From an optimization exercise on the open Yosys and OpenROAD flow, aimed at small area, a short achievable clock period and few clock cycles; shortcuts taken in it are not production practice.
Where RTL was checked, it was by simulation tests only, not by an equivalence proof against the original.
For runs 2 to 6, only the layout was checked, not whether the RTL still works.
Power is estimated from default activity; no workload was simulated.

<file path="run.sh">
#!/bin/bash
# synth_recipe.tcl (not shown) runs the flow's synth.tcl, then flattens the netlist and writes it again
# the make line also repeats each setting of config.mk as NAME=value (left out here)
make -C /OpenROAD-flow-scripts/flow DESIGN_CONFIG=/design/flow/config.mk WORK_HOME=/design/flow/orfs CLKGATE_MAP_FILE= SYNTH_SCRIPT=/design/flow/synth_recipe.tcl finish
</file>
<file path="config.mk">
export PLATFORM = sky130hd
export DESIGN_NAME = qr_decode
export DESIGN_NICKNAME = qr_decode
export VERILOG_FILES = /design/flow/design.v
export SDC_FILE = /design/flow/constraint.sdc
export NUM_CORES = 4
export LEC_CHECK = 0
export CAP_MARGIN = 20
export CORE_MARGIN = 2
export CORE_UTILIZATION = 40
export SLEW_MARGIN = 20
</file>
<file path="constraint.sdc">
create_clock -name core_clock -period 9.0 [get_ports {clk}]
set_input_delay 1.8000 -clock core_clock [delete_from_list [all_inputs] [get_ports {clk}]]
set_output_delay 1.8000 -clock core_clock [all_outputs]
set_load 0.01 [all_outputs]
</file>
<file path="design.v">
module qr_decode(
    input clk,
    input srstn,
    input qr_decode_start,
    input sram_rdata,
    output [11:0] sram_raddr,
    output reg decode_valid,
    output reg [7:0] decode_jis8_code,
    output reg qr_decode_finish
  );
  reg [4:0] r, c;       
  reg [2:0] m;          
  reg [2:0] b;          
  reg [4:0] nb;         
  reg hdr;              
  assign sram_raddr = {1'b0, r, 1'b0, c};
  wire fmt = ~c[4] & ~c[3];
  function [1:0] mod3;
    input [4:0] x;
    mod3 = x % 3;
  endfunction
  wire [1:0] rm = mod3(r);
  wire [1:0] cm = mod3(c);
  wire c3odd = ((c / 3) % 2) == 1;
  wire [2:0] pat = m ^ 3'b101;
  wire a  = r[0] & c[0];                         
  wire s  = r[0] ^ c[0];                         
  wire q0 = (rm == 2'd0) | (cm == 2'd0);         
  wire q1 = (rm == cm) & (rm != 2'd0);           
  reg mk;
  always @* begin
    case (pat)
      3'd0: mk = ~s;
      3'd1: mk = ~r[0];
      3'd2: mk = (cm == 2'd0);
      3'd3: mk = (rm == 2'd0 && cm == 2'd0) || (rm == 2'd1 && cm == 2'd2) || (rm == 2'd2 && cm == 2'd1);
      3'd4: mk = ~(r[1] ^ c3odd);
      3'd5: mk = ~a & q0;
      3'd6: mk = ~(a ^ q1);
      default: mk = ~(s ^ q1);
    endcase
  end
  wire bit_in = sram_rdata ^ mk;
  reg [4:0] nr, nc;
  always @* begin
    nr = r;
    nc = c;
    if (fmt) begin
      if (c[2]) begin nr = 5'd22; nc = 5'd24; end       
      else if (c[0]) nc = 5'd4;                          
      else if (qr_decode_start) nc = 5'd3;               
    end else if (~c[0]) begin
      nc = c - 5'd1;                                     
    end else if (c[1]) begin                             
      if (r == (c[4] ? 5'd9 : 5'd0))
        nc = c - 5'd1;                                   
      else begin
        nr = r - 5'd1;
        if (r == 5'd7) nr = 5'd5;                        
        if (r == 5'd21 && c == 5'd19) nr = 5'd15;        
        nc = c + 5'd1;
        if (c == 5'd15 && r >= 5'd17 && r <= 5'd21) nc = c;    
      end
    end else begin                                       
      if (r == 5'd24)
        nc = c - 5'd1;                                   
      else begin
        nr = r + 5'd1;
        if (r == 5'd5) nr = 5'd7;
        if (r == 5'd15 && c == 5'd17) nr = 5'd21;
        nc = c + 5'd1;
      end
    end
  end
  wire last_bit = (b == 3'd7);
  always @(posedge clk) begin
    if (~srstn) begin
      r <= 5'd8;
      c <= 5'd2;
      hdr <= 1'b1;
      decode_valid <= 1'b0;
      qr_decode_finish <= 1'b0;
    end else begin
      r <= nr;
      c <= nc;
      if (~fmt && last_bit) hdr <= 1'b0;
      decode_valid <= ~hdr & last_bit;
      qr_decode_finish <= ~hdr & ((last_bit & (nb == 5'd1)) | (nb == 5'd0));
    end
    if (fmt) m <= {m[1:0], sram_rdata};
    b <= fmt ? 3'd0 : b + 3'd1;
    if (hdr) nb <= {decode_jis8_code[3:0], bit_in};
    else if (last_bit) nb <= nb - 5'd1;
    decode_jis8_code <= {decode_jis8_code[6:0], bit_in};
  end
endmodule
</file>
==> results of run 1 <==
stage by stage:
stage	power, mW	instance area, sq um	hold slack [ns]	utilization [%]
6_report	1.10	3400	0.351	46.4
5_1_grt	1.19	3400	0.361	46.4
4_1_cts	1.10	3400	0.353	46.4
3_5_place_dp	0.955	3300	0.340	45.0
3_3_place_gp	0.953	3300	0.333	45.0
2_1_floorplan	0.791	3060	0.382	-
final timing paths:
path	from	end	slack, ns	cells after the start
max	r[3]	nb[0]	3.29	21
min	decode_jis8_code[5]	decode_jis8_code[6]	0.35	0
max reg2reg	r[3]	nb[0]	3.29	21
min reg2reg	decode_jis8_code[5]	decode_jis8_code[6]	0.35	0
cell type report:
class	count	area, sq um	share of cell area [%]
Inverter	21	78.8	2.32
Clock inverter	2	35.0	1.03
Multi-Input combinational cell	307	2140	62.7
Sequential cell	32	721	21.2
Timing Repair Buffer	24	238	6.98
Clock buffer	6	72.6	2.13
Tap cell	99	124	3.64
routing by layer:
metal / vias up / routed length (um)
met5: - / 0
li1: 1422 / -
met2: 72 / 3270
met4: 0 / 29
met1: 1323 / 3530
met3: 4 / 329
logic make-up after synthesis:
family	after synthesis	share of synthesized area (%)
other	1	0.123
and+or+nand+nor	144	24.9
AOI/OAI and AO/OA	110	26.2
buffers and inverters	44	6.56
xor gates and xnor gates	19	5.90
adders and majority gates	26	10.7
DFF	32	23.6
muxes	6	2.01
report_power, final:
| group | switching, mW | leakage [nW] | total (mW) | internal, mW |
|---|---|---|---|---|
| clock network | 0.0532 | 0.0552 | 0.135 | 0.0821 |
| registers | 0.0742 | 0.282 | 0.275 | 0.201 |
| logic | 0.382 | 1.01 | 0.685 | 0.304 |
layout by cell type, fill, tap and decap left out, drive strengths merged, types with 4 or more instances in the layout:
| cell type | n |
|---|---|
| a21oi | 24 |
| ha | 26 |
| xnor2 | 11 |
| nor2 | 28 |
| nor3 | 12 |
| or2 | 4 |
| nor4 | 4 |
| a31oi | 4 |
| mux2i | 5 |
| dfxtp | 24 |
| a211oi | 9 |
| clkbuf | 6 |
| clkdlybuf4s50 | 23 |
| nand2 | 34 |
| nand3 | 13 |
| and3b | 4 |
| edfxtp | 8 |
| and3 | 9 |
| inv | 21 |
| nor2b | 8 |
| a2111oi | 4 |
| o21ai | 26 |
| xor2 | 7 |
| nand2b | 5 |
| o211ai | 8 |
| or3 | 5 |
registers in the layout (all words and copies together) (netlist names):
signal,count
hdr,1
b,3
qr_decode_finish,1
r,5
c,5
nb,5
m,3
decode_valid,1
decode_jis8_code,8
critical path: cells and delay by family, from the launching register on:
family / cells / cell delay, ns
compound gates: 7 / 1.43
flops: 1 / 0.74
buf+inv: 3 / 0.24
fa+ha+maj: 3 / 1.04
simple gates: 6 / 1.47
xor+xnor: 2 / 0.55
==> run notes, run 1 <==
critical path arrival=5.75 ns; slowest stage delay, CP=0.74 ns; Slew Viols, Final=0; met3 GRT Util=3.32%; setup TNS=0 ns; RSZ-0062 raised after global routing=false; critical path class=reg -> reg; worst path cell trace=ha_1 > nor3_1 > a41oi_1 > o21ai_0 > ha_1 > inv_1 > o211ai_1 > a221o_1 > xnor2_1 > inv_1 > ha_1 > inv_1 > o211ai_1 > or3b_1 > nor3_1 > nor3_1 > or2_1 > xor2_1 > a311o_1 > a211o_1 > and3_1; Initial DRC Count=123; overall routing resource usage=17.1%; GRT Residual Overflow=0; PwrDens=322 mW/mm^2; hold_buf cts=0; Startpoint Class=flop; sequential area share after synthesis=23.6%; clock sinks=32; die height=91.4 um; mapped cell area=0.00305 sq mm; Placed Instances=483; mean number of vias per cell=5.75; Async S/R FF share, synth=0%; worst skew pair latency=0.28 ns; fillcell total=735; Max FO, Critical Path=19; GR Util met2=27.8%; CTS buffer count=5; Slowest cell on crit path=dfxtp_1; Antenna Cells=0; Tightest Pin Transition=0.905 ns; buffer count from post-CTS setup fixing=0; met1 Usage GRT=23.6%; Max Clock Skew=0.00464 ns; Min-Delay Path Class=reg -> reg; synth unique cells=75; Clk pin slew, worst setup/hold paths=0.07 ns; number of synthesized flops with an enable pin=8; TritonCTS clock tree=done; Placer Congestion=0.860; Slew headroom=39.6%; Layout area overhead=11.5%; num rows=31; element type at the critical path end=flop; Worst EP required=9.03 ns; outcome=finished clean; DR pass1 iterations=4; most common cell in the synthesized netlist=nand2_1; initial antenna violation count=0; post-route ant nets=0; global-route wire length before repair=11900 um; Max VDD drop=0.152 mV; Placement Setup Slack=3.35 ns; Mapped Cells=382; Final Hold Vio Count=0; Final Setup Violations=0; Die Area=0.00835 sq mm; DP HPWL=5190 um; top cells by count, synth=nand2_1 (33), nor2_1 (27), ha_1 (26); Nets=421; Via Count=2821; area leader, netlist=dfxtp_1; wire per inst=14.6 um; PortBufs=23; core area=0.00733 sq mm; clock root cell=clkbuf_8; post-layout minimum cycle time=5.71 ns; Ports=26; Max-Cap Viols=0; post-CTS sizing=0; largest cells by area after synthesis=dfxtp_1 (16%), ha_1 (11%), edfxtp_1 (7.9%), nand2_1 (4.1%), a21oi_1 (3.8%); Residual DRC=0; gr busiest metal=met2; fin cells=491; post-route clock period utilization=63.5%; die width=91.4 um; Avg Cell Area, Syn=7.99 sq um; Synth top area share=15.7%; htree depth=2; vias in the first global route=2537; top_reg_cell synth=dfxtp_1; Leakage Power=1.34 nW; initial core utilization=41.6%; Routed Wire Length=7160 um; pin count of the biggest net entering global routing=26; CTS max path bufs=2; Final WS setup=3.29 ns; Synth Register Bits=32; fmax=175 MHz; share of layout cells above drive strength 1=6.89%; YS warnings=1
Testbench counts, summed over its fixed seeds: cycles 16,184.
==> inputs of run 2 (changes only) <==
==> design.v (replaced) <==
module qr_decode(
    input clk,
    input srstn,
    input qr_decode_start,
    input sram_rdata,
    output [11:0] sram_raddr,
    output reg decode_valid,
    output reg [7:0] decode_jis8_code,
    output reg qr_decode_finish
  );
  reg [4:0] r, c;       
  reg R1, R2;           
  reg [2:0] m;          
  reg [2:0] b;          
  reg [4:0] nb;         
  reg hdr;              
  assign sram_raddr = {1'b0, r, 1'b0, c};
  wire fmt = ~c[4] & ~c[3];
  wire up = c[1];
  wire at_top = c[4] ? (~r[4] & ~r[2] & ~r[1]) : (r == 5'd0);    
  wire at_bot = r[4] & r[3];                                      
  wire turn = up ? at_top : at_bot;
  wire sk6 = ~r[4] & ~r[3] & r[2] & r[0] & (r[1] == up);         
  wire al  = c[4] & ~c[2] & (up ? (r == 5'd21) : (r == 5'd15));  
  wire [4:0] d = r ^ {5{up}};
  wire [4:0] tr = {d[3] & d[2] & d[1] & d[0], d[2] & d[1] & d[0], d[1] & d[0], d[0], 1'b1};
  wire [4:0] rt = al ? 5'b11010 : sk6 ? 5'b00010 : tr;            
  wire [4:0] e = c ^ {5{~c[0]}};
  wire [4:0] tc = {e[3] & e[2] & e[1], e[2] & e[1], e[1], 1'b1, 1'b1};  
  wire alc = ~c[4] & c[3] & c[2] & c[1] & c[0] & r[4] & ~r[3] & ~(r[2] & r[1]) & (r[2] | r[1] | r[0]);
  wire rowmove = ~fmt & c[0] & ~turn;
  reg [4:0] tcol, frow;
  always @* begin
    frow = 5'd0;
    if (fmt) begin
      if (c[2]) begin frow = 5'b11110; tcol = 5'b11100; end      
      else if (c[0]) tcol = 5'b00111;                             
      else tcol = {4'b0, qr_decode_start};                        
    end else if (~c[0]) tcol = tc;
    else if (turn) tcol = 5'b00001;
    else if (alc) tcol = 5'b00000;
    else tcol = tc;
  end
  wire [4:0] nr = r ^ (rowmove ? rt : frow);
  wire [4:0] nc = c ^ tcol;
  wire R0 = ~R1 & ~R2;
  wire rdn = up ^ sk6;
  wire nR1 = fmt ? (R1 | c[2]) : (rowmove & ~al) ? (rdn ? R2 : R0) : R1;
  wire nR2 = fmt ? R2 & ~c[2] : (rowmove & ~al) ? (rdn ? R0 : R1) : R2;
  wire C0 = (~c[0] & ~c[1] & c[3]) | (~c[0] & c[1] & ~c[2]) | (c[0] & c[1] & c[2] & ~c[4]) | (c[0] & ~c[1] & c[2] & ~c[3]);
  wire C1 = (c[0] & ~c[1] & c[3]) | (~c[0] & c[1] & c[2] & c[4]) | (c[0] & c[1] & ~c[2] & c[4]) | (~c[0] & ~c[1] & ~c[2] & ~c[3]);
  wire C2 = ~C0 & ~C1;
  wire C3o = (c[1] & c[2] & ~c[3]) | (~c[1] & ~c[2] & ~c[3]) | (c[0] & c[1] & c[3]) | (c[0] & ~c[1] & ~c[3]);   
  wire a = r[0] & c[0];
  wire s = r[0] ^ c[0];
  wire q0 = R0 | C0;
  wire q1 = (R1 & C1) | (R2 & C2);
  wire z3 = (R0 & C0) | (R1 & C2) | (R2 & C1);
  reg mk;
  always @* begin
    case (m ^ 3'b101)
      3'd0: mk = ~s;
      3'd1: mk = ~r[0];
      3'd2: mk = C0;
      3'd3: mk = z3;
      3'd4: mk = ~(r[1] ^ C3o);
      3'd5: mk = ~a & q0;
      3'd6: mk = ~(a ^ q1);
      default: mk = ~(s ^ q1);
    endcase
  end
  wire bit_in = sram_rdata ^ mk;
  wire last_bit = (b == 3'd7);
  always @(posedge clk) begin
    if (~srstn) begin
      r <= 5'd8;
      c <= 5'd2;
      R1 <= 1'b0;
      R2 <= 1'b1;
      hdr <= 1'b1;
      decode_valid <= 1'b0;
      qr_decode_finish <= 1'b0;
    end else begin
      r <= nr;
      c <= nc;
      R1 <= nR1;
      R2 <= nR2;
      if (~fmt && last_bit) hdr <= 1'b0;
      decode_valid <= ~hdr & last_bit;
      qr_decode_finish <= ~hdr & ((last_bit & (nb == 5'd1)) | (nb == 5'd0));
    end
    if (fmt) m <= {m[1:0], sram_rdata};
    b <= fmt ? 3'd0 : b + 3'd1;
    if (hdr) nb <= {decode_jis8_code[3:0], bit_in};
    else if (last_bit) nb <= nb - 5'd1;
    decode_jis8_code <= {decode_jis8_code[6:0], bit_in};
  end
endmodule
==> run 2 against run 1 <==
- area after synthesis down 33%
- sequential power grew 19%
- first-iteration DRC count shrank 41%
- die area down 32%
- hold slack improved by 0.0014 ns
- clock skew is 0.0038 ns higher
- combinational power down 35%
- sequential share of layout area rose by 11 points
- wire length is 43% lower
- clock power rose by 7%
- total power decreased by 16%
- critical path type is now reg -> out
- largest cell class unchanged
- highest routed layer unchanged
==> run notes, run 2 <==
TritonCTS clock tree=done; CTS buffer count=5 (unchanged); Async S/R FF share, synth=0% (unchanged); post-route ant nets=0 (unchanged); register name with the most flops=decode_jis8_code; DR pass1 iterations=4 (unchanged); Mapped Cells=223 (-42%); GRT Residual Overflow=0 (unchanged); commonest non-fill, non-tap cell in the layout=dfxtp_1; Tightest Pin Transition=0.535 ns (-0.370 ns); Largest delay share family, worst path=flip-flops; min-delay src=decode_jis8_code[4]; Slew Viols, Final=0 (unchanged); sequential area share after synthesis=37.3% (+14 points); Min-Delay Path Class=reg -> reg; pin count of the biggest net entering global routing=18 (-31%); Nets=255 (-39%); buffer count from post-CTS setup fixing=0 (unchanged); slowest stage delay, CP=0.66 ns (-0.08 ns); largest cells by area after synthesis=dfxtp_1 (26%), edfxtp_1 (12%), ha_1 (7.4%), nand2_1 (4.2%), xor2_1 (3.0%); R2R setup slack=6.01 ns (+2.72 ns); Final Setup Violations=0 (unchanged); core area=0.00482 sq mm (-34%); overall routing resource usage=15.3% (-1.8 points); Placement Setup Slack=5.84 ns (+2.49 ns); num rows=25 (-19%); clock sinks=34 (+6.3%); Synth Register Bits=34 (+6.3%); Final WS setup=5.60 ns (+2.31 ns); Via Count=1587 (-44%); die width=75.4 um (-17%); global-route wire length before repair=6640 um (-44%); Routed Wire Length=4070 um (-43%); Residual DRC=0 (unchanged); mean number of vias per cell=5.17 (-10%); area leader, netlist=dfxtp_1; PortBufs=23 (unchanged); fin cells=307 (-37%); number of synthesized flops with an enable pin=8 (unchanged); WHS=0.353 ns (+0.00138 ns); most frequent cells in the layout=dfxtp_1 (26), nand2_1 (23), clkdlybuf4s50_1 (23); Ports=26 (unchanged); clock root cell=clkbuf_8; worst skew pair latency=0.29 ns (about the same); Clk pin slew, worst setup/hold paths=0.08 ns (about the same); initial core utilization=42.3% (+0.67 points); critical path class=reg -> out; element type at the critical path end=primary output; final core occ=49.7% (+3.2 points); htree depth=2 (unchanged); hold_buf cts=0 (unchanged); Final Cell Area=0.00239 sq mm (-30%); Placer Congestion=0.842 (-2.1%); most common cell in the synthesized netlist=dfxtp_1; top_reg_cell synth=dfxtp_1; Worst EP required=7.20 ns (-1.83 ns); RSZ-0062 raised after global routing=false; critical path arrival=1.60 ns (-4.15 ns); Max-Cap Viols=0 (unchanged); Synth top area share=25.5% (+9.8 points); wire per inst=13.2 um (-9.1%); Max Clock Skew=0.00848 ns (+0.00384 ns); YS warnings=1 (unchanged); synth unique cells=57 (-24%); Slew headroom=64.3% (+25 points); die height=75.4 um (-17%); Die Area=0.00568 sq mm (-32%); CTS max path bufs=2 (unchanged); post-layout minimum cycle time=3.40 ns (-2.31 ns); r2r startpoint=c[0]; Max VDD drop=0.193 mV (+27%); max FFs per register=8 (unchanged); top cells by count, synth=dfxtp_1 (26), nand2_1 (23), ha_1 (12); Max FO, Critical Path=14 (-5); Slowest cell on crit path=dfxtp_1; RR Endpoint=nb[0]; Min-Delay Endpoint=decode_jis8_code[5]; Hold Path Depth=0 (unchanged); Leakage Power=0.970 nW (-28%); Initial DRC Count=73 (-41%); Startpoint Class=flop; Placed Instances=299 (-38%); outcome=finished clean; total power=0.918 mW (-16%); Buf+Inv Stages, Crit Path=1 (-2); share of layout cells above drive strength 1=7.50% (+0.61 points); post-route clock period utilization=37.8% (-26 points); DP HPWL=2880 um (-44%); PwrDens=384 mW/mm^2 (+19%); setup TNS=0 ns (unchanged); Antenna Cells=0 (unchanged); Layout area overhead=17.4%; Post-DP Area=0.00228 sq mm (-31%); initial antenna violation count=0 (unchanged); vias in the first global route=1432 (-44%); worst path cell trace=clkdlybuf4s50_1; post-CTS sizing=0 (unchanged); fmax=294 MHz (+68%); mapped cell area=0.00204 sq mm (-33%); Avg Cell Area, Syn=9.14 sq um (+14%); Final Hold Vio Count=0 (unchanged); r2r worst-path depth=9 (-57%)
## run 2: changes by cell type after synthesis, sizes merged, moves of 6 or more
cell and delta:
a211oi -6, a21oi -17, and2 +6, and3 -6, ha -14, inv -10, nand2 -11, nand3 -8
nor2 -19, nor3 -6, o211ai -6, o21ai -16
## run 2: cell type report
type / count / area, sq um
Tap cell: 67 / 83.8
Inverter: 11 / 41.3
Timing Repair Buffer: 23 / 230
Sequential cell: 34 / 761
Clock inverter: 3 / 45.0
Fill cell: 476 / 2420
Clock buffer: 5 / 68.8
Multi-Input combinational cell: 164 / 1160
## run 2: routing by layer
| metal | up-vias | track usage [%] | share of wire [%] |
|---|---|---|---|
| met3 | 4 | 3.70 | 3.2 |
| met2 | 26 | 23.7 | 44 |
| met4 | 0 | 4.68 | 1.0 |
| li1 | 816 | - | - |
| met1 | 741 | 21.2 | 52 |
| met5 | - | 0 | 0 |
## run 2: worst max-delay path by stage
| stage | slack, ns | startpoint | depth (start not counted) | end |
|---|---|---|---|---|
| 6_report | 5.60 | c[3] | 1 | sram_raddr[3] |
| 5_1_grt | 5.54 | c[1] | 1 | sram_raddr[1] |
| 4_1_cts | 5.59 | c[0] | 1 | sram_raddr[0] |
| 3_5_place_dp | 5.84 | sram_rdata | 5 | nb[0] |
| 3_3_place_gp | 5.86 | sram_rdata | 5 | nb[0] |
| 2_1_floorplan | 6.17 | c[0] | 10 | nb[0] |
## run 2: cells by family after synthesis
family                   after synthesis  synth area share, %
AO/OA/AOI/OAI                         44                 16.5
XOR/XNOR                              13                 5.59
adder cells (fa/ha/maj)               12                 7.37
buffers and inverters                 26                 5.83
flip-flops                            34                 37.3
multiplexers                           5                 2.76
other                                  1                0.184
AND/OR/NAND/NOR                       88                 24.4
## run 2: where the power goes
part,switching (mW),total [mW],internal [mW]
Combinational,0.216,0.447,0.231
Clock,0.0618,0.144,0.0824
Sequential,0.0960,0.327,0.231
## run 2: worst reg2reg max path: stages (launching register included)
cell and delay, ns:
dfxtp_1 0.66, inv_1 0.18, ha_1 0.26, mux2_4 0.27, a221oi_4 0.30, nand4_2 0.21, a2111o_1 0.42, and3_4 0.19
nor3_1 0.17, nor3_1 0.07
==> inputs of run 3 (changes only) <==
--- a/config.mk
+++ b/config.mk
@@ -8,4 +8,5 @@
 export CAP_MARGIN = 20
 export CORE_MARGIN = 2
 export CORE_UTILIZATION = 40
+export SETUP_SLACK_MARGIN = 5
 export SLEW_MARGIN = 20
==> run 3 against run 2 <==
- sequential power barely moved
- clock skew did not move
- via count did not move
- area after synthesis did not move
- critical path type unchanged
==> run notes, run 3 <==
outcome=finished clean; buffer count from post-CTS setup fixing=0 (unchanged); mean number of vias per cell=5.17 (unchanged); initial core utilization=42.3% (unchanged); post-route clock period utilization=37.8% (unchanged); number of synthesized flops with an enable pin=8 (unchanged); Slowest cell on crit path=dfxtp_1; Die Area=0.00568 sq mm (unchanged); Final Hold Vio Count=0 (unchanged); core area=0.00482 sq mm (unchanged); RSZ-0062 raised after global routing=false; Synth Register Bits=34 (unchanged); fillcell total=476 (unchanged); area leader, netlist=dfxtp_1; wire per inst=13.2 um (unchanged); worst path cell trace=clkdlybuf4s50_1; slowest stage delay, CP=0.66 ns (about the same); GRT Residual Overflow=0 (unchanged); element type at the critical path end=primary output; TritonCTS clock tree=done; post-route ant nets=0 (unchanged); Nets=255 (unchanged); Slew headroom=64.3% (unchanged); overall routing resource usage=15.3% (unchanged); top_reg_cell synth=dfxtp_1; Via Count=1587 (unchanged); Leakage Power=0.970 nW (unchanged); DR pass1 iterations=4 (unchanged); Routed Wire Length=4070 um (unchanged); Synth top area share=25.5% (unchanged); post-CTS sizing=0 (unchanged); top cells by count, synth=dfxtp_1 (26), nand2_1 (23), ha_1 (12); max FFs per register=8 (unchanged); pin count of the biggest net entering global routing=18 (unchanged); most frequent cells in the layout=dfxtp_1 (26), nand2_1 (23), clkdlybuf4s50_1 (23); mapped cell area=0.00204 sq mm (unchanged); Layout area overhead=17.4% (unchanged); Async S/R FF share, synth=0% (unchanged); total power=0.918 mW (unchanged); Buf+Inv Stages, Crit Path=1 (unchanged); Final Setup Violations=0 (unchanged); Max Clock Skew=0.00848 ns (unchanged); Worst EP required=7.20 ns (about the same); clock root cell=clkbuf_8; critical path arrival=1.60 ns (about the same); Max VDD drop=0.193 mV (unchanged); critical path class=reg -> out; clock sinks=34 (unchanged); hold_buf cts=0 (unchanged); Min-Delay Path Class=reg -> reg; sequential area share after synthesis=37.3% (unchanged); Largest delay share family, worst path=flip-flops; Max FO, Critical Path=14 (unchanged); DP HPWL=2880 um (unchanged); worst skew pair latency=0.29 ns (about the same); Initial DRC Count=73 (unchanged); Residual DRC=0 (unchanged); Placer Congestion=0.842 (unchanged); share of layout cells above drive strength 1=7.50% (unchanged); fmax=294 MHz (unchanged); die height=75.4 um (unchanged); PortBufs=23 (unchanged); die width=75.4 um (unchanged); Slew Viols, Final=0 (unchanged); most common cell in the synthesized netlist=dfxtp_1; register name with the most flops=decode_jis8_code; Clk pin slew, worst setup/hold paths=0.08 ns (about the same); Avg Cell Area, Syn=9.14 sq um (unchanged); CTS max path bufs=2 (unchanged); post-layout minimum cycle time=3.40 ns (unchanged); synth unique cells=57 (unchanged); htree depth=2 (unchanged); commonest non-fill, non-tap cell in the layout=dfxtp_1; Max-Cap Viols=0 (unchanged); vias in the first global route=1432 (unchanged); Ports=26 (unchanged); YS warnings=1 (unchanged); setup TNS=0 ns (unchanged); Startpoint Class=flop; Mapped Cells=223 (unchanged); initial antenna violation count=0 (unchanged); Tightest Pin Transition=0.535 ns (unchanged); Antenna Cells=0 (unchanged); largest cells by area after synthesis=dfxtp_1 (26%), edfxtp_1 (12%), ha_1 (7.4%), nand2_1 (4.2%), xor2_1 (3.0%); num rows=25 (unchanged); PwrDens=384 mW/mm^2 (unchanged); WHS=0.353 ns (unchanged); CTS buffer count=5 (unchanged); global-route wire length before repair=6640 um (unchanged)
==> run 3: cell counts after synthesis <==
No cell type changed its count.
==> run 3: stage by stage <==
stage	cells	worst slack [ns]	util, %	instance area [sq um]
after floorplan	224	6.17	-	2040
after global placement	299	5.86	47.3	2280
after detailed placement	299	5.84	47.3	2280
after CTS	307	5.59	49.7	2390
after global routing	307	5.54	49.7	2390
final	307	5.60	49.7	2390
==> run 3: cells by family after synthesis <==
family                   after synthesis  share of synthesized area (%)
XOR/XNOR                              13                           5.59
AND/OR/NAND/NOR                       88                           24.4
buffers and inverters                 26                           5.83
flip-flops                            34                           37.3
adder cells (fa/ha/maj)               12                           7.37
multiplexers                           5                           2.76
other                                  1                          0.184
AO/OA/AOI/OAI                         44                           16.5
==> run 3: final timing paths <==
kind,slack (ns),cells past startpoint,start,endpoint
min,0.35,0,decode_jis8_code[4],decode_jis8_code[5]
max reg2reg,6.01,9,c[0],nb[0]
max,5.60,1,c[3],sram_raddr[3]
min reg2reg,0.35,0,decode_jis8_code[4],decode_jis8_code[5]
==> run 3: layout make-up <==
class	count	area, sq um	area share (%)
Clock buffer	5	68.8	2.88
Clock inverter	3	45.0	1.88
Inverter	11	41.3	1.73
Multi-Input combinational cell	164	1160	48.6
Sequential cell	34	761	31.8
Tap cell	67	83.8	3.50
Timing Repair Buffer	23	230	9.62
==> run 3: metal layers <==
metal | vias up | wire, um | part of all wire [%] | GRT usage (%)
met5 | - | 0 | 0 | 0
met4 | 0 | 41 | 1.0 | 4.68
met3 | 4 | 132 | 3.2 | 3.70
met2 | 26 | 1780 | 44 | 23.7
met1 | 741 | 2110 | 52 | 21.2
li1 | 816 | - | - | -
==> run 3: power by group <==
| part | leakage (nW) | switching [mW] | internal (mW) |
|---|---|---|---|
| logic | 0.621 | 0.216 | 0.231 |
| registers | 0.299 | 0.0960 | 0.231 |
| clock network | 0.0504 | 0.0618 | 0.0824 |
| total | 0.970 | 0.374 | 0.544 |
==> inputs of run 4 (changes only) <==
==> flow/run.sh (new file) <==
#!/bin/bash
# Standard ORFS layout, with faster port buffers and timing repair aimed
# past the clock period (the constraints themselves are unchanged).
set -euo pipefail
export BUFFER_PORTS_ARGS="-buffer_cell sky130_fd_sc_hd__buf_4"
export SETUP_SLACK_MARGIN=6.5
bash standard.sh > standard.log 2>&1
==> standard.sh (new file) <==
#!/bin/bash
# synth_recipe.tcl (not shown) runs the flow's synth.tcl, then flattens the netlist and writes it again
# the make line also repeats each setting of config.mk as NAME=value (left out here)
make -C /OpenROAD-flow-scripts/flow DESIGN_CONFIG=/design/flow/config.mk WORK_HOME=/design/flow/orfs CLKGATE_MAP_FILE= SYNTH_SCRIPT=/design/flow/synth_recipe.tcl "${@:-finish}"
--- a/config.mk
+++ b/config.mk
@@ -8,5 +8,4 @@
 export CAP_MARGIN = 20
 export CORE_MARGIN = 2
 export CORE_UTILIZATION = 40
-export SETUP_SLACK_MARGIN = 5
 export SLEW_MARGIN = 20
removed: run.sh
==> run 4 against run 3 <==
- total power is 12% higher
- combinational power increased by 29%
- utilization increased by 5.6 points
- critical path depth unchanged
- area after synthesis unchanged
- sequential share of layout area shrank 1.3 points
- register-to-register slack better by 0.50 ns
- sequential power fell by 8.3%
- critical path type unchanged
- non-clock buffer count rose by 21
- largest power group unchanged
==> run notes, run 4 <==
outcome=finished clean; top_reg_cell synth=dfxtp_1; Residual DRC=0 (unchanged); clock root cell=clkbuf_8; net switching power=0.398 mW (+6.3%); max layer used=met4; max FFs per register=8 (unchanged); Met2 Routed Length=1980 um (+11%); overall routing resource usage=17.4% (+2.1 points); Max VDD drop=0.151 mV (-22%); Largest delay share family, worst path=flip-flops; CTS buffer count=5 (unchanged); post-route ant nets=0 (unchanged); element type at the critical path end=primary output; setup TNS=0 ns (unchanged); fmax=390 MHz (+33%); Final Hold Vio Count=0 (unchanged); Clk pin slew, worst setup/hold paths=0.07 ns (about the same); Layout area overhead=30.5%; Leakage Power=1.15 nW (+18%); worst skew pair latency=0.29 ns (about the same); core area=0.00482 sq mm (unchanged); Min-Delay Path Class=reg -> reg; largest cells by area after synthesis=dfxtp_1 (26%), edfxtp_1 (12%), ha_1 (7.4%), nand2_1 (4.2%), xor2_1 (3.0%); DP HPWL=2890 um (+0.18%); Placer Congestion=0.840 (-0.18%); Slew Viols, Final=0 (unchanged); Initial DRC Count=116 (+59%); vias in the first global route=1588 (+11%); critical path arrival=0.76 ns (-0.84 ns); mean number of vias per cell=5.16 (-0.27%); Routed Wire Length=4370 um (+7.6%); Slowest cell on crit path=dfxtp_4; PortBufs=23 (unchanged); met1 wire length=2220 um (+5.4%); Antenna Cells=0 (unchanged); routed wl met3=129 um (-2.3%); final core occ=55.2% (+5.6 points); initial antenna violation count=0 (unchanged); Sw Share=38.5% (-2.2 points); CTS max path bufs=2 (unchanged); wire per inst=13.3 um (+0.69%); Worst EP required=7.20 ns (about the same); Max Clock Skew=0.00309 ns (-0.00539 ns); share of layout cells above drive strength 1=33.0% (+25 points); die width=75.4 um (unchanged); RSZ-0062 raised after global routing=true; most common cell in the synthesized netlist=dfxtp_1; worst path cell trace=buf_6; Comb pwr share=55.7% (+7.0 points); die height=75.4 um (unchanged); TritonCTS clock tree=done; Synth top area share=25.5% (unchanged); htree depth=2 (unchanged); Via Count=1691 (+6.6%); pin count of the biggest net entering global routing=16 (-2); number of synthesized flops with an enable pin=8 (unchanged); total power=1.03 mW (+12%); area leader, netlist=dfxtp_1; Crit path depth=1 (unchanged); r2r worst-path depth=9 (unchanged); Die Area=0.00568 sq mm (unchanged); global-route wire length before repair=7510 um (+13%); commonest non-fill, non-tap cell in the layout=buf_4; Nets=276 (+8.2%); clock share of power=15.2% (-0.5 points); mapped cell area=0.00204 sq mm (unchanged); Ports=26 (unchanged); register name with the most flops=decode_jis8_code; GRT Residual Overflow=0 (unchanged); synth unique cells=57 (unchanged); Async S/R FF share, synth=0% (unchanged); DR pass1 iterations=4 (unchanged); post-route clock period utilization=28.5% (-9.4 points); critical path class=reg -> out; Max-Cap Viols=0 (unchanged); post-layout minimum cycle time=2.56 ns (-0.842 ns); num rows=25 (unchanged); Buf+Inv Stages, Crit Path=1 (unchanged); slowest stage delay, CP=0.36 ns (-0.30 ns); Int Power=0.635 mW (+17%); clock sinks=34 (unchanged); Seq pwr share=29.1% (-6.5 points); Final Setup Violations=0 (unchanged); Synth Register Bits=34 (unchanged); YS warnings=1 (unchanged); Startpoint Class=flop; top cells by count, synth=dfxtp_1 (26), nand2_1 (23), ha_1 (12); most frequent cells in the layout=buf_4 (24), nand2_1 (23), buf_6 (20); Max FO, Critical Path=5 (-9); sequential area share after synthesis=37.3% (unchanged); Mapped Cells=223 (unchanged); hold_buf cts=0 (unchanged); initial core utilization=42.3% (unchanged); Hold Path Depth=0 (unchanged); PwrDens=388 mW/mm^2 (+1.2%); Avg Cell Area, Syn=9.14 sq um (unchanged)
## run 4: cell count changes in the layout (fill, tap and decap cells not counted), moves of 2 or more
cell,previous run,this run
dfxtp_1,26,6
buf_6,0,20
clkinvlp_4,2,0
ha_1,12,10
clkdlybuf4s50_1,23,0
dfxtp_2,0,10
buf_4,0,24
dfxtp_4,0,10
## run 4: layer usage
metal	track usage (%)	vias up
li1	-	870
met2	26.3	26
met4	6.04	0
met1	24.4	791
met3	3.97	4
met5	0	-
## run 4: path summary, 6_finish.rpt
path | startpoint | slack (ns) | to
min reg2reg | decode_jis8_code[6] | 0.36 | decode_jis8_code[7]
min | decode_jis8_code[6] | 0.36 | decode_jis8_code[7]
max reg2reg | c[0] | 6.51 | nb[0]
max | c[1] | 6.44 | sram_raddr[1]
## run 4: power by group through the flow
stage	Clock, mW	Combinational, mW	Sequential (mW)
after floorplan	0	0.346	0.298
after global placement	0	0.426	0.333
after detailed placement	0	0.428	0.333
after CTS	0.162	0.561	0.300
after global routing	0.170	0.640	0.311
final	0.157	0.575	0.300
## run 4: stage by stage
| step | setup WS [ns] | hold slack (ns) | area [sq um] | std cells |
|---|---|---|---|---|
| after global placement | 6.24 | 0.343 | 2220 | 299 |
| after global routing | 6.41 | 0.362 | 2660 | 328 |
| final | 6.44 | 0.359 | 2660 | 328 |
| after floorplan | 6.44 | 0.382 | 2060 | 224 |
| after detailed placement | 6.15 | 0.341 | 2220 | 299 |
| after CTS | 6.43 | 0.363 | 2640 | 326 |
## run 4: timing repair
action / CTS / global route
endpoints found under the setup margin: 22 / 22
pin swaps: 3 / 2
resized for setup: 49 / 4
buffers inserted: 19 / 2
cloned: 0 / 0
## run 4: final cells by class
type | count | area, sq um
clock buffers | 6 | 93.8
flip-flops and latches | 34 | 811
well taps | 67 | 83.8
clock inverters | 2 | 38.8
fillers | 461 | 2160
multi-input cells | 164 | 1190
inverters | 11 | 41.3
repair buffers | 44 | 405
## run 4: logic make-up (layout without fill, tap and decap cells)
family | count (synthesis) | in the layout | synth area share (%)
xor gates and xnor gates | 13 | 13 | 5.59
adders and majority gates | 12 | 12 | 7.37
AOI/OAI and AO/OA | 44 | 44 | 16.5
buffers and inverters | 26 | 63 | 5.83
and+or+nand+nor | 88 | 88 | 24.4
other | 1 | 2 | 0.184
muxes | 5 | 5 | 2.76
DFF | 34 | 34 | 37.3
==> inputs of run 5 (changes only) <==
--- a/config.mk
+++ b/config.mk
@@ -8,4 +8,7 @@
 export CAP_MARGIN = 20
 export CORE_MARGIN = 2
 export CORE_UTILIZATION = 40
+export CTS_BUF_LIST = sky130_fd_sc_hd__clkbuf_16
+export CTS_CLUSTER_DIAMETER = 200
+export CTS_CLUSTER_SIZE = 60
 export SLEW_MARGIN = 20
==> run 5 against run 4 <==
- critical path depth unchanged
- flip-flop and latch count did not move
- maximum frequency increased by 0.56%
- combinational power is essentially flat
- wire length is 1.8% higher
==> run notes, run 5 <==
outcome=finished clean; total power=1.09 mW (+5.3%); commonest non-fill, non-tap cell in the layout=buf_4; Comb pwr share=53.0% (-2.7 points); worst path cell trace=buf_6; most common cell in the synthesized netlist=dfxtp_1; top cells by count, synth=dfxtp_1 (26), nand2_1 (23), ha_1 (12); Sw Share=37.1% (-1.4 points); number of synthesized flops with an enable pin=8 (unchanged); Seq pwr share=27.7% (-1.4 points); Slowest cell on crit path=dfxtp_4; die width=75.4 um (unchanged); Max FO, Critical Path=5 (unchanged); vias in the first global route=1585 (-0.19%); pin count of the biggest net entering global routing=16 (unchanged); overall routing resource usage=17.4% (unchanged); slowest stage delay, CP=0.36 ns (about the same); largest cells by area after synthesis=dfxtp_1 (26%), edfxtp_1 (12%), ha_1 (7.4%), nand2_1 (4.2%), xor2_1 (3.0%); Synth top area share=25.5% (unchanged); Startpoint Class=flop; Synth Register Bits=34 (unchanged); Final Setup Violations=0 (unchanged); global-route wire length before repair=7590 um (+1.0%); PwrDens=400 mW/mm^2 (+3.1%); Max Clock Skew=0.00193 ns (-0.00116 ns); register name with the most flops=decode_jis8_code; Layout area overhead=33.3%; Worst EP required=7.20 ns (about the same); Slew Viols, Final=0 (unchanged); critical path class=reg -> out; post-route ant nets=0 (unchanged); post-layout minimum cycle time=2.55 ns (-0.0143 ns); clock share of power=19.3% (+4.1 points); Max VDD drop=0.175 mV (+16%); initial core utilization=42.3% (unchanged); num rows=25 (unchanged); fillcell total=451 (-2.2%); GRT Residual Overflow=0 (unchanged); R2R setup slack=6.51 ns (about the same); synth unique cells=57 (unchanged); Buf+Inv Stages, Crit Path=1 (unchanged); critical path arrival=0.75 ns (about the same); Int Power=0.684 mW (+7.6%); area leader, netlist=dfxtp_1; Max-Cap Viols=0 (unchanged); Ports=26 (unchanged); Post-DP Area=0.00222 sq mm (unchanged); final core occ=56.4% (+1.2 points); sequential area share after synthesis=37.3% (unchanged); htree depth=2 (unchanged); net switching power=0.403 mW (+1.5%); core area=0.00482 sq mm (unchanged); Mapped Cells=223 (unchanged); clock root cell=clkbuf_16; Final Hold Vio Count=0 (unchanged); wire per inst=13.6 um (+1.8%); Min-Delay Path Class=reg -> reg; CTS max path bufs=2 (unchanged); fmax=392 MHz (+0.56%); Leakage Power=1.17 nW (+2.2%); initial antenna violation count=0 (unchanged); CTS buffer count=5 (unchanged); Placer Congestion=0.840 (unchanged); Nets=276 (unchanged); mean number of vias per cell=5.16 (+0.18%); Routed Wire Length=4450 um (+1.8%); Clk pin slew, worst setup/hold paths=0.05 ns (-0.02 ns); PortBufs=23 (unchanged); WHS=0.356 ns (-0.00271 ns); Initial DRC Count=92 (-21%); DP HPWL=2890 um (unchanged); worst skew pair latency=0.27 ns (-0.02 ns); Final Cell Area=0.00272 sq mm (+2.1%); post-route clock period utilization=28.3% (-0.16 points); RSZ-0062 raised after global routing=true; element type at the critical path end=primary output; max FFs per register=8 (unchanged); Largest delay share family, worst path=flip-flops; Async S/R FF share, synth=0% (unchanged); Via Count=1694 (+0.18%); YS warnings=1 (unchanged); mapped cell area=0.00204 sq mm (unchanged); die height=75.4 um (unchanged); DR pass1 iterations=4 (unchanged); most frequent cells in the layout=buf_4 (24), nand2_1 (23), buf_6 (20); Die Area=0.00568 sq mm (unchanged); Residual DRC=0 (unchanged); clock sinks=34 (unchanged); TritonCTS clock tree=done; top_reg_cell synth=dfxtp_1; Avg Cell Area, Syn=9.14 sq um (unchanged); share of layout cells above drive strength 1=33.0% (unchanged); Antenna Cells=0 (unchanged); setup TNS=0 ns (unchanged)
-- run 5: what timing repair did --
action                                  4_1_cts  5_1_grt
endpoints found under the hold margin         0        0
pin swaps                                     3        2
setup buffers                                19        2
hold buffers                                  0        0
endpoints found under the setup margin       22       22
resized for setup                            49        4
-- run 5: cell type report --
type                    count  area, sq um  share of cell area [%]
multi-input cells         164         1190                    43.7
flip-flops and latches     34          811                    29.8
repair buffers             44          405                    14.9
clock buffers               6          150                    5.53
well taps                  67         83.8                    3.09
inverters                  11         41.3                    1.52
clock inverters             2         38.8                    1.43
-- run 5: metal layers --
metal	part of all wire (%)	vias up	global-route usage (%)	wire length, um
met2	46	25	27.3	2040
met3	3.1	7	3.97	140
met1	50	796	24.3	2220
met5	0	-	0	0
li1	-	866	-	-
met4	1.1	0	4.29	47
-- run 5: path summary, 6_finish.rpt --
check	start	end	depth (start not counted)
min	decode_jis8_code[6]	decode_jis8_code[7]	0
max	c[1]	sram_raddr[1]	1
max reg2reg	c[0]	nb[0]	9
min reg2reg	decode_jis8_code[6]	decode_jis8_code[7]	0
-- run 5: metrics by stage --
step | instances | setup WS, ns
floorplan | 224 | 6.44
global placement | 299 | 6.24
detailed placement | 299 | 6.15
CTS | 326 | 6.45
global route | 328 | 6.44
finish | 328 | 6.45
-- run 5: logic make-up (layout without fill, tap and decap cells) --
kind of cell | count (synthesis) | in the layout | share of synthesized area (%)
and+or+nand+nor | 88 | 88 | 24.4
AOI/OAI and AO/OA | 44 | 44 | 16.5
DFF | 34 | 34 | 37.3
buffers and inverters | 26 | 63 | 5.83
xor gates and xnor gates | 13 | 13 | 5.59
adders and majority gates | 12 | 12 | 7.37
muxes | 5 | 5 | 2.76
other | 1 | 2 | 0.184
-- run 5: power groups by stage --
stage	clock network [mW]	logic (mW)	registers [mW]
after global routing	0.222	0.641	0.311
after detailed placement	0	0.428	0.333
after CTS	0.215	0.561	0.301
after floorplan	0	0.346	0.298
after global placement	0	0.426	0.333
final	0.210	0.576	0.301
==> inputs of run 6 (changes only) <==
==> flow/run.sh (replaced) <==
#!/bin/bash
# Standard ORFS layout, with faster port buffers and timing repair aimed
# past the clock period (the constraints themselves are unchanged).
set -euo pipefail
export BUFFER_PORTS_ARGS="-buffer_cell sky130_fd_sc_hd__buf_2"
export SETUP_SLACK_MARGIN=6.5
bash standard.sh > standard.log 2>&1
--- a/config.mk
+++ b/config.mk
@@ -8,7 +8,4 @@
 export CAP_MARGIN = 20
 export CORE_MARGIN = 2
 export CORE_UTILIZATION = 40
-export CTS_BUF_LIST = sky130_fd_sc_hd__clkbuf_16
-export CTS_CLUSTER_DIAMETER = 200
-export CTS_CLUSTER_SIZE = 60
 export SLEW_MARGIN = 20
==> run 6 against run 5 <==
- maximum frequency fell by 1.3%
- final cell count is 0.91% lower
- utilization shrank 2.3 points
- register-to-register slack better by 0.05 ns
- worst setup slack got worse by 0.035 ns
- wire length shrank 1.1%
- combinational power is 3% lower
- sequential share of layout area is 1.2 points higher
- synthesized cell count unchanged
- hold slack improved by 0.0049 ns
- largest power group unchanged
- highest routed layer unchanged
==> run notes, run 6 <==
Placer Congestion=0.846 (+0.61%); Max Clock Skew=0.00756 ns (+0.00563 ns); commonest non-fill, non-tap cell in the layout=nand2_1; top cells by count, synth=dfxtp_1 (26), nand2_1 (23), ha_1 (12); Layout area overhead=27.8%; Final Hold Vio Count=0 (unchanged); clock sinks=34 (unchanged); outcome=finished clean; GRT Residual Overflow=0 (unchanged); Antenna Cells=0 (unchanged); Clk pin slew, worst setup/hold paths=0.08 ns (+0.03 ns); RSZ-0062 raised after global routing=true; die height=75.4 um (unchanged); vias in the first global route=1582 (-0.19%); Mapped Cells=223 (unchanged); Max VDD drop=0.172 mV (-2.0%); Min-Delay Path Class=reg -> reg; Startpoint Class=flop; Via Count=1689 (-0.30%); Routed Wire Length=4410 um (-1.1%); wire per inst=13.6 um (-0.14%); synth unique cells=57 (unchanged); clock root cell=clkbuf_8; slowest stage delay, CP=0.39 ns (+0.03 ns); PwrDens=388 mW/mm^2 (-2.9%); initial core utilization=42.3% (unchanged); Max FO, Critical Path=6 (+1); setup TNS=0 ns (unchanged); CTS max path bufs=2 (unchanged); critical path arrival=0.78 ns (+0.03 ns); worst skew pair latency=0.29 ns (+0.02 ns); Ports=26 (unchanged); Slew Viols, Final=0 (unchanged); element type at the critical path end=primary output; most common cell in the synthesized netlist=dfxtp_1; Buf+Inv Stages, Crit Path=1 (unchanged); global-route wire length before repair=7420 um (-2.2%); Largest delay share family, worst path=flip-flops; post-route ant nets=0 (unchanged); Max-Cap Viols=0 (unchanged); hold_buf cts=0 (unchanged); register name with the most flops=decode_jis8_code; max FFs per register=8 (unchanged); PortBufs=23 (unchanged); Initial DRC Count=68 (-26%); CTS buffer count=5 (unchanged); Async S/R FF share, synth=0% (unchanged); post-route clock period utilization=28.7% (+0.39 points); DR pass1 iterations=4 (unchanged); top_reg_cell synth=dfxtp_1; area leader, netlist=dfxtp_1; number of synthesized flops with an enable pin=8 (unchanged); Placement Setup Slack=6.17 ns (+0.0137 ns); critical path class=reg -> out; Avg Cell Area, Syn=9.14 sq um (unchanged); sequential area share after synthesis=37.3% (unchanged); Synth top area share=25.5% (unchanged); WHS=0.361 ns (+0.00488 ns); DP HPWL=2860 um (-0.86%); mean number of vias per cell=5.20 (+0.63%); Residual DRC=0 (unchanged); Leakage Power=1.13 nW (-3.9%); TritonCTS clock tree=done; initial antenna violation count=0 (unchanged); Final WS setup=6.42 ns (-0.0348 ns); Worst EP required=7.20 ns (about the same); core area=0.00482 sq mm (unchanged); worst path cell trace=buf_6; Nets=273 (-1.1%); htree depth=2 (unchanged); Die Area=0.00568 sq mm (unchanged); die width=75.4 um (unchanged); overall routing resource usage=17.2% (-0.20 points); Final Setup Violations=0 (unchanged); share of layout cells above drive strength 1=31.8% (-1.2 points); YS warnings=1 (unchanged); fmax=387 MHz (-1.3%); num rows=25 (unchanged); pin count of the biggest net entering global routing=16 (unchanged); Slowest cell on crit path=dfxtp_4; post-layout minimum cycle time=2.58 ns (+0.0348 ns); most frequent cells in the layout=nand2_1 (23), buf_6 (18), buf_4 (18); mapped cell area=0.00204 sq mm (unchanged); total power=1.01 mW (-6.9%); largest cells by area after synthesis=dfxtp_1 (26%), edfxtp_1 (12%), ha_1 (7.4%), nand2_1 (4.2%), xor2_1 (3.0%); Synth Register Bits=34 (unchanged)
==> run 6: worst paths after layout <==
path	startpoint	end	slack (ns)	cells past startpoint
max	c[0]	sram_raddr[0]	6.42	1
min reg2reg	decode_jis8_code[5]	decode_jis8_code[6]	0.36	0
min	decode_jis8_code[5]	decode_jis8_code[6]	0.36	0
max reg2reg	c[0]	nb[0]	6.56	9
==> run 6: worst register-to-register path: cells and delay by family (launching register included) <==
family	cells	cell delay, ns
mux	1	0.28
simple gates	4	0.54
buf+inv	1	0.14
compound gates	2	0.68
flops	1	0.37
fa+ha+maj	1	0.18
==> run 6: metal layers <==
layer  wire length, um  global-route usage (%)
met4                59                    5.26
met3               187                    4.37
met2              2100                    26.8
met1              2060                    23.5
met5                 0                       0
==> run 6: power by group <==
group / switching, mW / internal (mW) / total [mW] / leakage (nW)
sequential: 0.0564 / 0.245 / 0.301 / 0.304
clock: 0.0624 / 0.0887 / 0.151 / 0.0647
combinational: 0.281 / 0.279 / 0.560 / 0.757
==> run 6: cells by family after synthesis <==
logic type / Yosys count / synth area share [%]
xor gates and xnor gates: 13 / 5.59
DFF: 34 / 37.3
buffers and inverters: 26 / 5.83
adders and majority gates: 12 / 7.37
muxes: 5 / 2.76
other: 1 / 0.184
and+or+nand+nor: 88 / 24.4
AOI/OAI and AO/OA: 44 / 16.5
==> run 6: repair_timing <==
item | in CTS | in global routing
setup buffers | 18 | 0
setup endpoints to repair | 22 | 22
pin swaps | 5 | 5
gates resized for setup | 44 | 5
==> run 6: through the flow <==
step | instances | util, % | area (sq um)
finish | 325 | 54.1 | 2610
global route | 325 | 54.1 | 2610
CTS | 325 | 53.6 | 2580
detailed placement | 299 | 45.0 | 2170
global placement | 299 | 45.0 | 2170
floorplan | 224 | - | 2060
==> run 6: area by class of cell <==
type | instances | area [sq um]
well taps | 67 | 83.8
fillers | 448 | 2210
inverters | 11 | 41.3
multi-input cells | 164 | 1180
flip-flops and latches | 34 | 808
clock buffers | 7 | 119
clock inverters | 1 | 8.76
repair buffers | 41 | 363
==> inputs of run 7 (changes only) <==
--- a/design.v
+++ b/design.v
@@ -17,31 +17,26 @@
   assign sram_raddr = {1'b0, r, 1'b0, c};
   wire fmt = ~c[4] & ~c[3];
   wire up = c[1];
-  wire at_top = c[4] ? (~r[4] & ~r[2] & ~r[1]) : (r == 5'd0);    
-  wire at_bot = r[4] & r[3];                                      
-  wire turn = up ? at_top : at_bot;
-  wire sk6 = ~r[4] & ~r[3] & r[2] & r[0] & (r[1] == up);         
-  wire al  = c[4] & ~c[2] & (up ? (r == 5'd21) : (r == 5'd15));  
-  wire [4:0] d = r ^ {5{up}};
-  wire [4:0] tr = {d[3] & d[2] & d[1] & d[0], d[2] & d[1] & d[0], d[1] & d[0], d[0], 1'b1};
-  wire [4:0] rt = al ? 5'b11010 : sk6 ? 5'b00010 : tr;            
-  wire [4:0] e = c ^ {5{~c[0]}};
-  wire [4:0] tc = {e[3] & e[2] & e[1], e[2] & e[1], e[1], 1'b1, 1'b1};  
+  wire at_top = c[4] ? (~r[4] & ~r[2] & ~r[1]) : ~(r[4] | r[3] | r[2] | r[1] | r[0]);   
+  wire at_bot = r[4] & r[3];                                                           
+  wire turn = c[0] & (up ? at_top : at_bot);
+  wire sk6 = ~r[4] & ~r[3] & r[2] & r[0] & ~(r[1] ^ up);                  
+  wire al_up = c[4] & ~c[2] & up & r[4] & ~r[3] & r[2] & ~r[1] & r[0];     
+  wire al_dn = c[4] & ~c[2] & ~up & ~r[4] & r[3] & r[2] & r[1] & r[0];    
+  wire al = al_up | al_dn;
+  wire x = sk6 | al;
+  wire [3:0] d = r[3:0] ^ {4{up}};
+  wire t1 = d[0], t2 = d[1] & d[0], t3 = d[2] & t2, t4 = d[3] & t3;      
+  wire [4:0] rt = {t4 | al, t3 | al, t2 & ~x, t1 | x, ~x};                
+  wire rowmove = ~fmt & c[0] & ~turn;
+  wire [4:0] frow = {{4{fmt & c[2]}}, 1'b0};                                
+  wire [4:0] nr = r ^ (rowmove ? rt : frow);
   wire alc = ~c[4] & c[3] & c[2] & c[1] & c[0] & r[4] & ~r[3] & ~(r[2] & r[1]) & (r[2] | r[1] | r[0]);
-  wire rowmove = ~fmt & c[0] & ~turn;
-  reg [4:0] tcol, frow;
-  always @* begin
-    frow = 5'd0;
-    if (fmt) begin
-      if (c[2]) begin frow = 5'b11110; tcol = 5'b11100; end      
-      else if (c[0]) tcol = 5'b00111;                             
-      else tcol = {4'b0, qr_decode_start};                        
-    end else if (~c[0]) tcol = tc;
-    else if (turn) tcol = 5'b00001;
-    else if (alc) tcol = 5'b00000;
-    else tcol = tc;
-  end
-  wire [4:0] nr = r ^ (rowmove ? rt : frow);
+  wire hold = c[0] & (turn | alc);
+  wire [3:1] e = c[3:1] ^ {3{~c[0]}};
+  wire [4:0] tc = {e[3] & e[2] & e[1], e[2] & e[1], e[1], 1'b1, 1'b1};   
+  wire [4:0] tf = c[2] ? 5'b11100 : c[0] ? 5'b00111 : {4'b0, qr_decode_start};
+  wire [4:0] tcol = fmt ? tf : hold ? {4'b0, ~alc} : tc;
   wire [4:0] nc = c ^ tcol;
   wire R0 = ~R1 & ~R2;
   wire rdn = up ^ sk6;
==> run 7 against run 6 <==
- non-clock buffer count is 5 higher
- combinational power is 2% lower
- critical path type unchanged
- critical path depth stayed put
- area after synthesis is 3.6% lower
- synthesized cell count is 4.0% lower
- still clean on timing, DRC and antenna
- die area is 3.4% lower
==> run notes, run 7 <==
Die Area=0.00549 sq mm (-3.4%); Placer Congestion=0.819 (-3.1%); Compound-Gate Fraction of Synth Area=17.1% (+0.62 points); DP HPWL=2890 um (+0.78%); Seq pwr share=30.9% (+1.1 points); net switching power=0.384 mW (-3.8%); Antenna Cells=0 (unchanged); Int Power=0.589 mW (-3.9%); global-route wire length before repair=7180 um (-3.3%); Sw Share=39.5% (about the same); Comb pwr share=56.2% (+0.9 points); Clk pin slew, worst setup/hold paths=0.07 ns (about the same); die height=74.1 um (-1.7%); clock sinks=34 (unchanged); Via Count=1668 (-1.2%); CTS max path bufs=2 (unchanged); final core occ=54.7% (+0.60 points); Async S/R FF share, synth=0% (unchanged); Slew Viols, Final=0 (unchanged); top cells by count, synth=dfxtp_1 (26), nor2_1 (18), nand2_1 (15); Layout area overhead=31.5%; Slew headroom=58.3%; Synth Register Bits=34 (unchanged); fmax=383 MHz (-1.2%); critical path class=reg -> out; mean number of vias per cell=5.12 (-1.5%); pin count of the biggest net entering global routing=15 (-1); DR pass1 iterations=4 (unchanged); vias in the first global route=1557 (-1.6%); initial core utilization=41.6% (-0.72 points); most frequent cells in the layout=buf_4 (22), buf_6 (18), nor2_1 (17); simple-gate share of the synthesized area=20.1% (-4.3 points); Max FO, Critical Path=6 (unchanged); Adder-Cell Fraction of Synth Area=7.64% (+0.28 points); fin cells=326 (+0.31%); Final Setup Violations=0 (unchanged); Final WS setup=6.39 ns (-0.0310 ns); critical path arrival=0.81 ns (+0.03 ns); Largest delay share family, worst path=flip-flops; Max VDD drop=0.155 mV (-10%); Placed Instances=295 (-1.3%); Startpoint Class=flop; post-layout minimum cycle time=2.61 ns (+0.0310 ns); mux cell area share after synthesis=4.97% (+2.2 points); Slowest cell on crit path=dfxtp_4; Mapped Cells=214 (-4.0%); top_reg_cell synth=dfxtp_1; Residual DRC=0 (unchanged); Max Clock Skew=0.00366 ns (-0.00390 ns); Leakage Power=1.08 nW (-3.7%); worst path cell trace=buf_6; GRT Residual Overflow=0 (unchanged); outcome=finished clean; sequential area share after synthesis=38.7% (+1.4 points); clock share of power=13.0% (-1.9 points); share of layout cells above drive strength 1=32.4% (+0.65 points); mapped cell area=0.00196 sq mm (-3.6%); largest cells by area after synthesis=dfxtp_1 (26%), edfxtp_1 (12%), ha_1 (7.6%), nor2_1 (3.4%), xor2_1 (3.1%); core area=0.00472 sq mm (-1.9%); Final Hold Vio Count=0 (unchanged); number of synthesized flops with an enable pin=8 (unchanged); post-route clock period utilization=29.0% (+0.34 points); PwrDens=377 mW/mm^2 (-3.0%); die width=74.1 um (-1.7%); worst skew pair latency=0.29 ns (about the same); Placement Setup Slack=6.23 ns (+0.0593 ns); PortBufs=23 (unchanged); wire per inst=13.6 um (about the same); Post-DP Area=0.00214 sq mm (-1.4%); element type at the critical path end=primary output; synth unique cells=53 (-7.0%); TritonCTS clock tree=done; post-route ant nets=0 (unchanged); register name with the most flops=decode_jis8_code; hold_buf cts=0 (unchanged); Max-Cap Viols=0 (unchanged); htree depth=2 (unchanged); Synth top area share=26.5% (+0.96 points); most common cell in the synthesized netlist=dfxtp_1; clock root cell=clkbuf_8; Final Cell Area=0.00258 sq mm (-0.86%); xor and xnor area share after synthesis=5.80% (+0.21 points); Nets=274 (+0.37%); Tightest Pin Transition=0.618 ns; Buf+Inv Stages, Crit Path=1 (unchanged); overall routing resource usage=17.1% (-0.094 points); Initial DRC Count=87 (+28%); max FFs per register=8 (unchanged); commonest non-fill, non-tap cell in the layout=buf_4; slowest stage delay, CP=0.41 ns (+0.02 ns); Avg Cell Area, Syn=9.18 sq um (+0.43%); total power=0.973 mW (-3.9%); Routed Wire Length=4420 um (+0.25%); largest family of logic cells by synthesized area=simple AND/OR/NAND/NOR gates; Ports=26 (unchanged); num rows=25 (unchanged); CTS buffer count=5 (unchanged); area leader, netlist=dfxtp_1; setup TNS=0 ns (unchanged); WHS=0.358 ns (-0.00298 ns); initial antenna violation count=0 (unchanged); YS warnings=1 (unchanged); RSZ-0062 raised after global routing=true; Worst EP required=7.20 ns (about the same); fillcell total=421 (-6.0%); Min-Delay Path Class=reg -> reg
==> run 7: power by group through the flow <==
stage                     Combinational [mW]  Sequential, mW  Clock (mW)
after floorplan                        0.320           0.298           0
after global placement                 0.394           0.319           0
after detailed placement               0.393           0.320           0
after CTS                              0.523           0.297       0.128
after global routing                   0.604           0.309       0.136
final                                  0.547           0.300       0.126
==> run 7: worst register-to-register path, cell delays in order, from the launching register on <==
cell and delay (ns):
dfxtp_4 0.41, inv_6 0.05, ha_4 0.15, mux2_4 0.25, a222oi_1 0.23, buf_4 0.18, nand4_1 0.14, a2111o_1 0.48
and3_4 0.19, nor3_2 0.10, nor3_1 0.07
==> run 7: kinds of logic (layout without fill, tap and decap cells) <==
logic type / Yosys count / in the layout
other: 1 / 2
adders and majority gates: 12 / 12
and+or+nand+nor: 75 / 75
DFF: 34 / 34
buffers and inverters: 23 / 67
muxes: 9 / 9
AOI/OAI and AO/OA: 47 / 47
xor gates and xnor gates: 13 / 13
==> run 7: area by class of cell <==
class / instances / area (sq um) / area share [%]
clock buffers: 7 / 96.3 / 3.73
clock inverters: 1 / 3.75 / 0.145
inverters: 13 / 53.8 / 2.08
multi-input cells: 158 / 1140 / 44.1
flip-flops and latches: 34 / 807 / 31.2
well taps: 67 / 83.8 / 3.25
repair buffers: 46 / 398 / 15.4
==> run 7: worst paths after layout <==
check	from	endpoint	slack, ns	cells past startpoint
min	decode_jis8_code[5]	decode_jis8_code[6]	0.36	0
max reg2reg	c[0]	nb[0]	6.51	10
min reg2reg	decode_jis8_code[5]	decode_jis8_code[6]	0.36	0
max	c[0]	sram_raddr[0]	6.39	1
==> run 7: per-layer routing <==
metal / GRT usage, % / vias up / part of all wire (%)
li1: - / 848 / -
met1: 22.8 / 784 / 48
met2: 26.8 / 29 / 47
met3: 4.07 / 7 / 3.2
met4: 6.87 / 0 / 1.8
met5: 0 / - / 0
==> run 7: repair_timing <==
item,in CTS,in global routing
endpoints found under the setup margin,22,27
gates cloned,0,0
buffers inserted,18,5
pin swaps,2,6
resized for setup,41,7
Testbench counts of run 7, summed over its fixed seeds: cycles 16,184.
==> inputs of run 8 (changes only) <==
==> flow/run.sh (replaced) <==
#!/bin/bash
# ORFS layout of the design with three changes to how it is made (the
# constraints are unchanged):
#  - synthesis maps the logic with an area-oriented ABC script and without
#    half/full-adder extraction (registers are mapped exactly as before);
#  - ports are buffered with buf_2 instead of the slow delay buffer;
#  - timing repair aims for more setup slack than the clock period needs.
set -euo pipefail
rm -rf myscripts
cp -r "$FLOW_HOME/scripts" myscripts
printf 'strash\ndch -f\namap\ntopo\n' > myscripts/abc_speed.script
export SCRIPTS_DIR="$PWD/myscripts"
export ADDER_MAP_FILE=
export BUFFER_PORTS_ARGS="-buffer_cell sky130_fd_sc_hd__buf_2"
export SETUP_SLACK_MARGIN=6.5
bash standard.sh > standard.log 2>&1
==> run 8 against run 7 <==
- still clean on timing, DRC and antenna
- first-iteration DRC count decreased by 6.9%
- combinational power increased by 11%
- final cell count decreased by 3.7%
- cell area decreased by 3.9%
- count of clock-buffer cells in the layout decreased by 2
- synthesized cell count decreased by 1.9%
- sequential share of layout area increased by 1.1 points
- maximum frequency decreased by 1.3%
- non-clock buffer count increased by 2
- clock power increased by 36%
- highest routed layer unchanged
==> run notes, run 8 <==
outcome=finished clean; Final WS setup=6.35 ns (-0.0339 ns); Layout area overhead=48.4%; Async S/R FF share, synth=0% (unchanged); pin count of the biggest net entering global routing=15 (unchanged); Final Cell Area=0.00248 sq mm (-3.9%); TritonCTS clock tree=done; Post-DP Area=0.00184 sq mm (-14%); top_reg_cell synth=dfxtp_1; element type at the critical path end=primary output; largest cells by area after synthesis=dfxtp_1 (31%), edfxtp_1 (14%), clkinv_1 (7.4%), nor2_1 (7.0%), o21ai_0 (5.4%); synth unique cells=34 (-36%); critical path arrival=0.85 ns (+0.04 ns); Final Setup Violations=0 (unchanged); Max-Cap Viols=0 (unchanged); fmax=378 MHz (-1.3%); setup TNS=0 ns (unchanged); Via Count=1747 (+4.7%); fillcell total=329 (-22%); Die Area=0.00471 sq mm (-14%); Largest delay share family, worst path=flip-flops; htree depth=2 (unchanged); worst path cell trace=buf_6; DR pass1 iterations=4 (unchanged); initial antenna violation count=0 (unchanged); vias in the first global route=1444 (-7.3%); Clk pin slew, worst setup/hold paths=0.07 ns (about the same); share of layout cells above drive strength 1=40.9% (+8.5 points); core area=0.00400 sq mm (-15%); slowest stage delay, CP=0.44 ns (+0.03 ns); critical path class=reg -> out; post-route ant nets=0 (unchanged); Synth top area share=31.1% (+4.6 points); initial core utilization=41.8% (+0.20 points); total power=1.09 mW (+13%); Max FO, Critical Path=6 (unchanged); Routed Wire Length=4740 um (+7.3%); top cells by count, synth=clkinv_1 (33), nor2_1 (31), dfxtp_1 (26); most common cell in the synthesized netlist=clkinv_1; worst skew pair latency=0.29 ns (about the same); clock sinks=34 (unchanged); Final Hold Vio Count=0 (unchanged); Avg Cell Area, Syn=7.96 sq um (-13%); mapped cell area=0.00167 sq mm (-15%); PwrDens=441 mW/mm^2 (+17%); Slew Viols, Final=0 (unchanged); Initial DRC Count=81 (-6.9%); max FFs per register=8 (unchanged); mean number of vias per cell=5.56 (+8.7%); area leader, netlist=dfxtp_1; Startpoint Class=flop; Ports=26 (unchanged); Min-Delay Path Class=reg -> reg; GRT Residual Overflow=0 (unchanged); num rows=23 (-8.0%); most frequent cells in the layout=nor2_1 (25), buf_4 (25), clkinv_1 (21); PortBufs=23 (unchanged); r2r worst-path depth=13 (+3); wire per inst=15.1 um (+11%); global-route wire length before repair=7040 um (-1.9%); Residual DRC=0 (unchanged); Hold Path Depth=0 (unchanged); Crit path depth=1 (unchanged); Tightest Pin Transition=0.514 ns (-0.103 ns); post-route clock period utilization=29.4% (+0.38 points); Buf+Inv Stages, Crit Path=1 (unchanged); die width=68.6 um (-7.3%); number of synthesized flops with an enable pin=8 (unchanged); Placement Setup Slack=5.97 ns (-0.253 ns); clock root cell=clkbuf_8; Mapped Cells=210 (-1.9%); Slowest cell on crit path=dfxtp_4; post-layout minimum cycle time=2.65 ns (+0.0339 ns); Leakage Power=0.938 nW (-13%); Worst EP required=7.20 ns (about the same); RSZ-0062 raised after global routing=true; die height=68.6 um (-7.3%); Placer Congestion=0.918 (+12%); Nets=267 (-2.6%); Synth Register Bits=34 (unchanged); YS warnings=1 (unchanged); CTS max path bufs=2 (unchanged); CTS buffer count=5 (unchanged); sequential area share after synthesis=45.5% (+6.8 points); Max VDD drop=0.227 mV (+47%); Max Clock Skew=0.00620 ns (+0.00254 ns); Slew headroom=65.3% (+7.0 points); DP HPWL=2940 um (+1.7%); final core occ=62.0% (+7.4 points); overall routing resource usage=20.5% (+3.4 points); Antenna Cells=0 (unchanged); register name with the most flops=decode_jis8_code
[run 8: changes by cell type in the layout (fill, tap and decap cells not counted), moves of 5 or more]
cell      before  now
nor2b_1        6    1
o22ai_1        1    7
nor2_1        17   25
ha_1          10    0
nand2b_1       6    0
clkinv_1       2   21
inv_1         11    0
xor2_1         7    0
mux2i_1        6    0
xnor2_1        6    0
o21ai_0        4   12
[run 8: final timing paths]
| check | startpoint | to | slack (ns) |
|---|---|---|---|
| setup / recovery | c[0] | sram_raddr[0] | 6.35 |
| hold / removal | decode_jis8_code[4] | decode_jis8_code[5] | 0.36 |
| setup reg to reg | r[2] | r[1] | 6.46 |
| hold reg to reg | decode_jis8_code[4] | decode_jis8_code[5] | 0.36 |
[run 8: per-layer routing]
layer  up-vias  part of all wire [%]  track usage, %
met5         -                     0               0
met4         0                   2.3            7.50
met3        10                   5.7            4.38
met2        64                    47            29.7
met1       796                    45            29.6
li1        877                     -               -
[run 8: cells by family after synthesis]
kind of cell           share of synthesized area [%]
other                                          0.224
buffers and inverters                           8.76
AOI/OAI and AO/OA                               27.6
and+or+nand+nor                                 17.9
DFF                                             45.5
[run 8: power by group]
part           switching (mW)  total (mW)  leakage (nW)  internal (mW)
clock network          0.0596       0.171        0.0683          0.111
registers              0.0706       0.317         0.305          0.247
logic                   0.329       0.607         0.564          0.278
total                   0.460        1.09         0.938          0.635
[run 8: layout make-up]
class	count	area (sq um)	area share, %
flip-flops and latches	34	803	32.4
clock inverters	3	68.8	2.77
repair buffers	48	415	16.7
multi-input cells	141	911	36.7
clock buffers	5	68.8	2.77
well taps	50	62.6	2.52
inverters	33	151	6.10
[run 8: timing repair]
action	4_1_cts	5_1_grt
gates resized for setup	50	41
hold buffers	0	0
setup buffers	18	7
endpoints found under the setup margin	28	29
pin swaps	2	9
[run 8: stage by stage]
stage	cells	hold slack (ns)
floorplan	211	0.382
global placement	281	0.329
detailed placement	281	0.335
CTS	307	0.360
global route	314	0.365
finish	314	0.358

## what the ideal ports hide
No port has a modelled driver above. Below, the same layouts with a new extraction and two added sets of constraints. Step 1: set_driving_cell puts a clkbuf_16 on clk and a buf_2 on each other input, an assumption about the parent block. Step 2, shift: input delay + t, output delay - t, t = (earliest + latest rising clock arrival at the registers) / 2. This alone moves slack from input paths to output paths. Slacks: ideal / step 1 / step 2; pairs: ideal / step 1.
| run | t, ns | setup slack, ns |
|---|---|---|
| run 1 | 0.303 | 3.288 / 3.288 / 3.288 |
| run 2 | 0.314 | 5.595 / 5.568 / 5.828 |
| run 3 | 0.314 | 5.595 / 5.568 / 5.828 |
| run 4 | 0.310 | 6.437 / 6.411 / 6.220 |
| run 5 | 0.304 | 6.452 / 6.421 / 6.216 |
| run 6 | 0.312 | 6.417 / 6.390 / 6.238 |
| run 7 | 0.317 | 6.386 / 6.358 / 6.232 |
| run 8 | 0.317 | 6.352 / 6.322 / 6.346 |
After both steps every run listed still meets setup and hold.
